From an optimization exercise on the open Yosys and OpenROAD flow, aimed at small area and a short achievable clock period; shortcuts taken in it are not production practice. RTL that was checked went through simulation tests only; none was proved equivalent to the original.

Setup of run A:
==> flow/design.v (excerpt) <==
module FIR_Filter_16tap #(parameter N = 16)(
    input clk, reset, enable,
    input [N-1:0] data_in,
    output [31:0] data_out
);
Settings: LEC_CHECK=0, CAP_MARGIN=20, CORE_MARGIN=2, CORE_UTILIZATION=62, SLEW_MARGIN=20; clock period 16.0 ns.
standard.sh (not shown) runs the stock make flow with config.mk's settings and CLKGATE_MAP_FILE= SYNTH_SCRIPT=/design/flow/synth_recipe.tcl, a recipe that flattens the netlist after the stock synthesis.
==> flow/flow/run.sh <==
#!/bin/bash
# Layout flow: the standard flow with its synthesis netlist replaced by a
# hand-built gate netlist of the same design (flow/hand.py, the script that
# also wrote rtl/fir_filter_16tap.v, so registers and adder structure match
# the RTL one for one), then
#  - flow/fixpol.py removes inverters around full adders (a full adder is
#    self-dual); the logic function is unchanged;
#  - timing repair aims at a setup margin of 11.3 ns (about a 4.7 ns period)
#    instead of the bare 16 ns clock;
#  - ports are buffered with buf_4 cells, and the clock tree uses clkbuf_8
#    cells, sink clusters of 15 and no dummy loads.
# The standard synthesis still runs first; if its registers (names and cell
# types) differ from the hand netlist's, its own netlist is kept instead.
# Logs: make_synth.log, hand.log, fixpol.log, make_finish.log here, and the
# ORFS logs under orfs/logs.
set -euo pipefail
MARGIN=${MARGIN:-11.3}
CTS="-sink_clustering_enable -repair_clock_nets -dont_use_dummy_load -buf_list {sky130_fd_sc_hd__clkbuf_8} -sink_clustering_size 15 -sink_clustering_max_diameter 60"
R=orfs/results/sky130hd/FIR_Filter_16tap/base
bash standard.sh synth > make_synth.log 2>&1
cp $R/1_2_yosys.v std_synth.v
python3 flow/hand.py --pol alt --csC --x1c --cpaA bk --gclr -o hand.v > hand.log 2>&1
regs() { grep -o 'dfxtp_1 [^ ]*' "$1" | sort; }
if [[ "$(regs std_synth.v)" == "$(regs hand.v)" ]] && [[ $(regs hand.v | wc -l) -gt 0 ]]; then
  echo "using hand netlist" >> hand.log
  cp hand.v $R/1_2_yosys.v
else
  echo "register mismatch: keeping the standard netlist" >> hand.log
fi
python3 flow/fixpol.py $R/1_2_yosys.v > fixpol.log 2>&1
touch $R/1_2_yosys.v
bash standard.sh finish SETUP_SLACK_MARGIN=$MARGIN "BUFFER_PORTS_ARGS=-buffer_cell sky130_fd_sc_hd__buf_4" "CTS_ARGS=$CTS" > make_finish.log 2>&1
Other scripts of this flow, unchanged in this note and not shown: flow/flow/fixpol.py, flow/flow/hand.py
Run A finished all stages; the layout is clean.
> inputs changed (run A -> run B)
diff --git a/flow/flow/run.sh b/flow/flow/run.sh
--- a/flow/flow/run.sh
+++ b/flow/flow/run.sh
@@ -17 +17 @@
-MARGIN=${MARGIN:-11.3}
+MARGIN=${MARGIN:-11.5}
### Flow results
- Diff run A -> run B: layout overhead on the synthesized area moved up, utilization went up, fraction of met1 tracks used by global routing picked up an extra 0.15 points, post-detailed-placement cell area now sits at about the same level.
What run C does differently from run B at the input level:
Settings: CORE_UTILIZATION changed from 62 to 57.
diff --git a/flow/flow/run.sh b/flow/flow/run.sh
--- a/flow/flow/run.sh
+++ b/flow/flow/run.sh
@@ -17 +17 @@
-MARGIN=${MARGIN:-11.5}
+MARGIN=${MARGIN:-11.3}
Area added between synthesis and finish for run C: 4.6 points down relative to run B. Run C vs run B — number of placement rows climbed by a few percent. Diff run B and run C: length of routed wiring on met1 lower in run C. Of the two values seen for cell at the slowest stage of the critical path, sky130_fd_sc_hd__maj3_1 was produced by run C and sky130_fd_sc_hd__xnor2_2 by run B. Sort run B and run C by area of the core desc -> top: run C. Run B has higher worst setup slack than run C. Changes observed in run C relative to run B: via count dropped 308. Run C vs run B — clock-buffer cell count climbed by a little under 10%.


Starting RTL as in the previous note.
==> flow/config.mk <==
export PLATFORM = sky130hd
export DESIGN_NAME = FIR_Filter_16tap
export DESIGN_NICKNAME = FIR_Filter_16tap
export VERILOG_FILES = /design/flow/design.v
export SDC_FILE = /design/flow/constraint.sdc
export NUM_CORES = 4
export LEC_CHECK = 0
export CAP_MARGIN = 20
export CORE_MARGIN = 2
export CORE_UTILIZATION = 66
export SLEW_MARGIN = 20
==> flow/constraint.sdc <==
create_clock -name core_clock -period 16.0 [get_ports {clk}]
set_input_delay 3.2000 -clock core_clock [delete_from_list [all_inputs] [get_ports {clk}]]
set_output_delay 3.2000 -clock core_clock [all_outputs]
set_load 0.01 [all_outputs]
==> flow/flow/run.sh <==
#!/bin/bash
# Layout flow: the standard flow with its synthesis netlist replaced by a
# hand-built gate netlist of the same design (flow/hand.py, the script that
# also wrote rtl/fir_filter_16tap.v, so registers and adder structure match
# the RTL one for one), then
#  - flow/fixpol.py removes inverters around full adders (a full adder is
#    self-dual); the logic function is unchanged;
#  - timing repair aims at a setup margin of 11.3 ns (about a 4.7 ns period)
#    instead of the bare 16 ns clock;
#  - ports are buffered with buf_4 cells, and the clock tree uses clkbuf_8
#    cells, sink clusters of 15 and no dummy loads.
# The standard synthesis still runs first; if its registers (names and cell
# types) differ from the hand netlist's, its own netlist is kept instead.
# Logs: make_synth.log, hand.log, fixpol.log, make_finish.log here, and the
# ORFS logs under orfs/logs.
set -euo pipefail
MARGIN=${MARGIN:-11.3}
CTS="-sink_clustering_enable -repair_clock_nets -dont_use_dummy_load -buf_list {sky130_fd_sc_hd__clkbuf_8} -sink_clustering_size 15 -sink_clustering_max_diameter 60"
R=orfs/results/sky130hd/FIR_Filter_16tap/base
bash standard.sh synth > make_synth.log 2>&1
cp $R/1_2_yosys.v std_synth.v
python3 flow/hand.py --pol alt --csC --x1c --cpaA bk --gclr -o hand.v > hand.log 2>&1
regs() { grep -o 'dfxtp_1 [^ ]*' "$1" | sort; }
if [[ "$(regs std_synth.v)" == "$(regs hand.v)" ]] && [[ $(regs hand.v | wc -l) -gt 0 ]]; then
  echo "using hand netlist" >> hand.log
  cp hand.v $R/1_2_yosys.v
else
  echo "register mismatch: keeping the standard netlist" >> hand.log
fi
python3 flow/fixpol.py $R/1_2_yosys.v > fixpol.log 2>&1
touch $R/1_2_yosys.v
bash standard.sh finish SETUP_SLACK_MARGIN=$MARGIN "BUFFER_PORTS_ARGS=-buffer_cell sky130_fd_sc_hd__buf_4" "CTS_ARGS=$CTS" > make_finish.log 2>&1
Other scripts of this flow, unchanged in this note and not shown: flow/flow/fixpol.py, flow/flow/hand.py
Rerun with:
--- a/flow/flow/run.sh
+++ b/flow/flow/run.sh
@@ -15,5 +15,5 @@
 # ORFS logs under orfs/logs.
 set -euo pipefail
-MARGIN=${MARGIN:-11.3}
+MARGIN=${MARGIN:-11.15}
 CTS="-sink_clustering_enable -repair_clock_nets -dont_use_dummy_load -buf_list {sky130_fd_sc_hd__clkbuf_8} -sink_clustering_size 15 -sink_clustering_max_diameter 60"
 R=orfs/results/sky130hd/FIR_Filter_16tap/base
--- a/flow/config.mk
+++ b/flow/config.mk
@@ -8,4 +8,4 @@
 export CAP_MARGIN = 20
 export CORE_MARGIN = 2
-export CORE_UTILIZATION = 66
+export CORE_UTILIZATION = 62
 export SLEW_MARGIN = 20
Result: The changed run went through all stages and came out clean; non-clock buffer count grows by 3; synthesized area stays the same; wire length rises by 1.7%.


Another version of the RTL of FIR_Filter_16tap (not shown whole).
Size: ~1400 cells after synthesis, roughly 51 I/O pins, ~0.016 sq mm of cells after synthesis.
==> flow/config.mk <==
export PLATFORM = sky130hd
export DESIGN_NAME = FIR_Filter_16tap
export DESIGN_NICKNAME = FIR_Filter_16tap
export VERILOG_FILES = /design/flow/design.v
export SDC_FILE = /design/flow/constraint.sdc
export NUM_CORES = 4
export LEC_CHECK = 0
export CAP_MARGIN = 20
export CORE_MARGIN = 2
export CORE_UTILIZATION = 70
export SLEW_MARGIN = 20
==> flow/constraint.sdc <==
create_clock -name core_clock -period 16.0 [get_ports {clk}]
set_input_delay 3.2000 -clock core_clock [delete_from_list [all_inputs] [get_ports {clk}]]
set_output_delay 3.2000 -clock core_clock [all_outputs]
set_load 0.01 [all_outputs]
==> flow/flow/run.sh <==
#!/bin/bash
# Layout flow: the standard flow with its synthesis netlist replaced by a
# hand-built gate netlist of the same design (flow/hand.py), then
#  - flow/fixpol.py removes inverters around full adders (a full adder is
#    self-dual); the logic function is unchanged;
#  - timing repair aims at a tighter setup margin than the 16 ns clock needs;
#  - ports are buffered with buf_2, and the clock tree uses clkbuf_4/8 with
#    larger sink clusters and no dummy loads.
# The standard synthesis still runs first; if its registers (names and cell
# types) differ from the hand netlist's, its own netlist is kept instead.
set -euo pipefail
MARGIN=${MARGIN:-11}
CTS="-sink_clustering_enable -repair_clock_nets -dont_use_dummy_load -buf_list {sky130_fd_sc_hd__clkbuf_8} -sink_clustering_size 15 -sink_clustering_max_diameter 60"
R=orfs/results/sky130hd/FIR_Filter_16tap/base
bash standard.sh synth > make_synth.log 2>&1
cp $R/1_2_yosys.v std_synth.v
python3 flow/hand.py --pol alt --csC --x1c --cpaA bk --cpaY ks -o hand.v > hand.log 2>&1
regs() { grep -o 'dfxtp_1 [^ ]*' "$1" | sort; }
if [[ "$(regs std_synth.v)" == "$(regs hand.v)" ]] && [[ $(regs hand.v | wc -l) -gt 0 ]]; then
  echo "using hand netlist" >> hand.log
  cp hand.v $R/1_2_yosys.v
else
  echo "register mismatch: keeping the standard netlist" >> hand.log
fi
python3 flow/fixpol.py $R/1_2_yosys.v > fixpol.log 2>&1
touch $R/1_2_yosys.v
bash standard.sh finish SETUP_SLACK_MARGIN=$MARGIN "BUFFER_PORTS_ARGS=-buffer_cell sky130_fd_sc_hd__buf_2" "CTS_ARGS=$CTS" > make_finish.log 2>&1
Other scripts of this flow, unchanged in this note and not shown: flow/flow/fixpol.py, flow/flow/hand.py
Rerun with:
--- a/flow/flow/run.sh
+++ b/flow/flow/run.sh
@@ -12 +12 @@
-MARGIN=${MARGIN:-11}
+MARGIN=${MARGIN:-11.3}
Effect:
- die area is unchanged
- hold slack hardly moves
- cell count went up by 0.67%
- wire length went up by about 2.5%
- synthesized cell count is unchanged
- area after synthesis is unchanged
- design area went up by 2.8%
- via count went up by 1.5%
- register-to-register slack is better by 0.09 ns
- first-iteration DRC count went down by about 2%
Function was not checked in any run of this note: the RTL went through the layout flow alone.


Another version of the RTL of FIR_Filter_16tap (not shown whole).
For scale: roughly 1400 cells after synthesis, about 51 I/O pins, about 16000 um^2 of cells after synthesis.
Settings: LEC_CHECK=0, CAP_MARGIN=20, CORE_MARGIN=2, CORE_UTILIZATION=62, SLEW_MARGIN=20; clock period 16.0 ns.
==> flow/flow/run.sh <==
#!/bin/bash
# Layout flow: the standard flow with its synthesis netlist replaced by a
# hand-built gate netlist of the same design (flow/hand.py, the script that
# also wrote rtl/fir_filter_16tap.v, so registers and adder structure match
# the RTL one for one), then
#  - flow/fixpol.py removes inverters around full adders (a full adder is
#    self-dual); the logic function is unchanged;
#  - timing repair aims at a setup margin of 11.3 ns (about a 4.7 ns period)
#    instead of the bare 16 ns clock;
#  - ports are buffered with buf_4 cells, and the clock tree uses clkbuf_8
#    cells, sink clusters of 15 and no dummy loads.
# The standard synthesis still runs first; if its registers (names and cell
# types) differ from the hand netlist's, its own netlist is kept instead.
# Logs: make_synth.log, hand.log, fixpol.log, make_finish.log here, and the
# ORFS logs under orfs/logs.
set -euo pipefail
MARGIN=${MARGIN:-11.5}
CTS="-sink_clustering_enable -repair_clock_nets -dont_use_dummy_load -buf_list {sky130_fd_sc_hd__clkbuf_8} -sink_clustering_size 15 -sink_clustering_max_diameter 60"
R=orfs/results/sky130hd/FIR_Filter_16tap/base
bash standard.sh synth > make_synth.log 2>&1
cp $R/1_2_yosys.v std_synth.v
python3 flow/hand.py --pol alt --csC --x1c --cpaA bk --fast3 -o hand.v > hand.log 2>&1
regs() { grep -o 'dfxtp_1 [^ ]*' "$1" | sort; }
if [[ "$(regs std_synth.v)" == "$(regs hand.v)" ]] && [[ $(regs hand.v | wc -l) -gt 0 ]]; then
  echo "using hand netlist" >> hand.log
  cp hand.v $R/1_2_yosys.v
else
  echo "register mismatch: keeping the standard netlist" >> hand.log
fi
python3 flow/fixpol.py $R/1_2_yosys.v > fixpol.log 2>&1
touch $R/1_2_yosys.v
bash standard.sh finish SETUP_SLACK_MARGIN=$MARGIN "BUFFER_PORTS_ARGS=-buffer_cell sky130_fd_sc_hd__buf_4" "CTS_ARGS=$CTS" > make_finish.log 2>&1
Other scripts of this flow, unchanged in this note and not shown: flow/flow/fixpol.py, flow/flow/hand.py
The first run finished clean.
==> next run, changes <==
--- a/flow/flow/run.sh
+++ b/flow/flow/run.sh
@@ -15,5 +15,5 @@
 # ORFS logs under orfs/logs.
 set -euo pipefail
-MARGIN=${MARGIN:-11.5}
+MARGIN=${MARGIN:-11.3}
 CTS="-sink_clustering_enable -repair_clock_nets -dont_use_dummy_load -buf_list {sky130_fd_sc_hd__clkbuf_8} -sink_clustering_size 15 -sink_clustering_max_diameter 60"
 R=orfs/results/sky130hd/FIR_Filter_16tap/base
Outcome: Global-route usage goes down by 0.27 points; count of clock-buffer cells in the layout is unchanged; area after synthesis is unchanged; register-to-register slack degrades by 0.10 ns.
==> next run, changes <==
--- a/flow/flow/run.sh
+++ b/flow/flow/run.sh
@@ -15,5 +15,5 @@
 # ORFS logs under orfs/logs.
 set -euo pipefail
-MARGIN=${MARGIN:-11.3}
+MARGIN=${MARGIN:-11.7}
 CTS="-sink_clustering_enable -repair_clock_nets -dont_use_dummy_load -buf_list {sky130_fd_sc_hd__clkbuf_8} -sink_clustering_size 15 -sink_clustering_max_diameter 60"
 R=orfs/results/sky130hd/FIR_Filter_16tap/base
Effect: The new run ran to the end with no violations; hold slack barely changes; worst setup slack improved by 0.020 ns; register-to-register slack stays flat; synthesized area does not change; utilization increases by 2.3 points; clock-buffer cell count does not change; final area increases by 3.3%.
No run of this note included a check of the RTL's function; only the layout flow was run.


## oak
Another version of the RTL of FIR_Filter_16tap (not shown whole).
Size: about 51 I/O pins, ~16,000 µm² of cells after synthesis.
Design FIR_Filter_16tap, start of the top module:
module FIR_Filter_16tap #(parameter N = 16)(
    input clk, reset, enable,
    input [N-1:0] data_in,
    output [31:0] data_out
);
  wire clr = reset | ~enable;
  wire clrn = ~clr;
  reg [15:0] x1;
  reg [15:0] xn2;
  reg [15:0] x3;
  reg [15:0] xn4;
  reg [15:0] x5;
  reg [15:0] xn6;
  reg [15:0] x7;
  reg [15:0] xn8;
  reg [15:0] x9;
  reg [15:0] xn10;
  reg [15:0] x11;
  reg [15:0] xn12;
  reg [15:0] x13;
  reg [15:0] xn14;
  reg [15:0] x15;
  reg [15:0] xn16;
  reg [24:0] y1, C;
  wire [24:0] y1n = ~y1;
  wire t1;
  wire t2;
  wire t3;
  wire t4;
  wire t5;
  wire t6;
  wire t7;
  wire t8;
  wire t9;
  wire t10;
  wire t11;
  wire t12;
  wire t13;
  wire t14;
  wire t15;
  wire t16;
  wire t17;
  wire t18;
  wire t19;
  wire t20;
  wire t21;
  wire t22;
  wire t23;
  wire t24;
  wire t25;
  wire t26;
  wire t27;
  wire t28;
  wire t29;
  wire t30;
  wire t31;
  wire t32;
  wire t33;
  wire t34;
  wire t35;
  wire t36;
  wire t37;
  wire t38;
  wire t39;
  wire t40;
  wire t41;
  wire t42;
  wire t43;
  wire t44;
  wire t45;
  wire t46;
  wire t47;
  wire t48;
  wire t49;
  wire t50;
  wire t51;
  wire t52;
  wire t53;
  wire t54;
  wire t55;
  wire t56;
  wire t57;
  wire t58;
  wire t59;
  wire t60;
  wire t61;
  wire t62;
  wire t63;
  wire t64;
  wire t65;
  wire t66;
  wire t67;
  wire t68;
  wire t69;
  wire t70;
  ...
export LEC_CHECK = 0
export CAP_MARGIN = 20
export CORE_MARGIN = 2
export CORE_UTILIZATION = 60
export CTS_BUF_LIST = sky130_fd_sc_hd__clkbuf_4
export SLEW_MARGIN = 20
create_clock -name core_clock -period 16.0 [get_ports {clk}]
==> flow/flow/run.sh <==
#!/bin/bash
# Layout flow: the standard flow, plus
#  - after synthesis, flow/fixpol.py removes the inverters Yosys leaves
#    between full adders (a full adder is self-dual, so each fa cell can work
#    on complemented signals); the logic function is unchanged;
#  - timing repair aims at a tighter setup margin than the 16 ns clock needs,
#    and ports are buffered with buf_2 cells.
set -euo pipefail
MARGIN=${MARGIN:-11}
R=orfs/results/sky130hd/FIR_Filter_16tap/base
bash standard.sh synth > make_synth.log 2>&1
python3 flow/fixpol.py $R/1_2_yosys.v > fixpol.log 2>&1
touch $R/1_2_yosys.v
bash standard.sh finish SETUP_SLACK_MARGIN=$MARGIN "BUFFER_PORTS_ARGS=-buffer_cell sky130_fd_sc_hd__buf_2" > make_finish.log 2>&1
Other scripts of this flow, unchanged in this note and not shown: flow/flow/fixpol.py
What pine does differently from oak at the input level:
- swapping 60 for 70 in CORE_UTILIZATION
Both conditions hold for pine: the flow ran to the end and the final layout passed the timing, design-rule and antenna checks. y1[4] as the worst setup path startpoint was reported by oak, and x5[5] by pine. pine does better than oak on post-route cell area. In the route summary, pine ends up with a via count exceeding that of oak. Changes observed in pine relative to oak: area of the die dropped 14%, fraction of layout instances using a drive strength above 1 saw a decrease, core utilization picked up an extra 12 points.
No functional check of the RTL was part of any run of this note.

[port drivers added, routing unchanged]
The flow's constraints put no driver on any port. The routed layouts listed below were extracted and timed again, unchanged, in two steps.
Step 1 assumes that a clkbuf_16 drives the clock port and a buf_2 every other input.
Step 2, shift: input delay + t, output delay - t, t = (earliest + latest rising clock arrival at the registers) / 2. This alone moves slack from input paths to output paths.
a / b / c = ideal / step 1 / step 2; a / b = the first two.
run | shift t [ns] | setup WS [ns] | worst setup path after step 2
run A | 0.603 | 11.380 / 11.401 / 10.799 | input to register
run B | 0.604 | 11.421 / 11.446 / 10.842 | input to register
run C | 0.631 | 11.305 / 11.326 / 10.696 | input to register
the first run of note 2 | 0.616 | 11.292 / 11.317 / 10.701 | input to register
the second run of note 2 | 0.605 | 11.267 / 11.291 / 10.686 | input to register
the first run of note 3 | 0.611 | 11.127 / 11.151 / 10.540 | input to register
the second run of note 3 | 0.615 | 11.283 / 11.281 / 10.666 | input to register
the first run of note 4 | 0.617 | 11.413 / 11.396 / 10.779 | input to register
the second run of note 4 | 0.611 | 11.351 / 11.366 / 10.756 | input to register
the third run of note 4 | 0.617 | 11.370 / 11.374 / 10.757 | input to register
oak | 0.719 | 10.560 / 10.560 / 10.013 | input to register
pine | 0.709 | 10.636 / 10.636 / 10.096 | input to register
After both steps setup and hold are still met in every run listed. The setup slack of the first run of note 4, which loses most, moves by -0.017 ns with the drivers and by -0.634 ns with both steps.
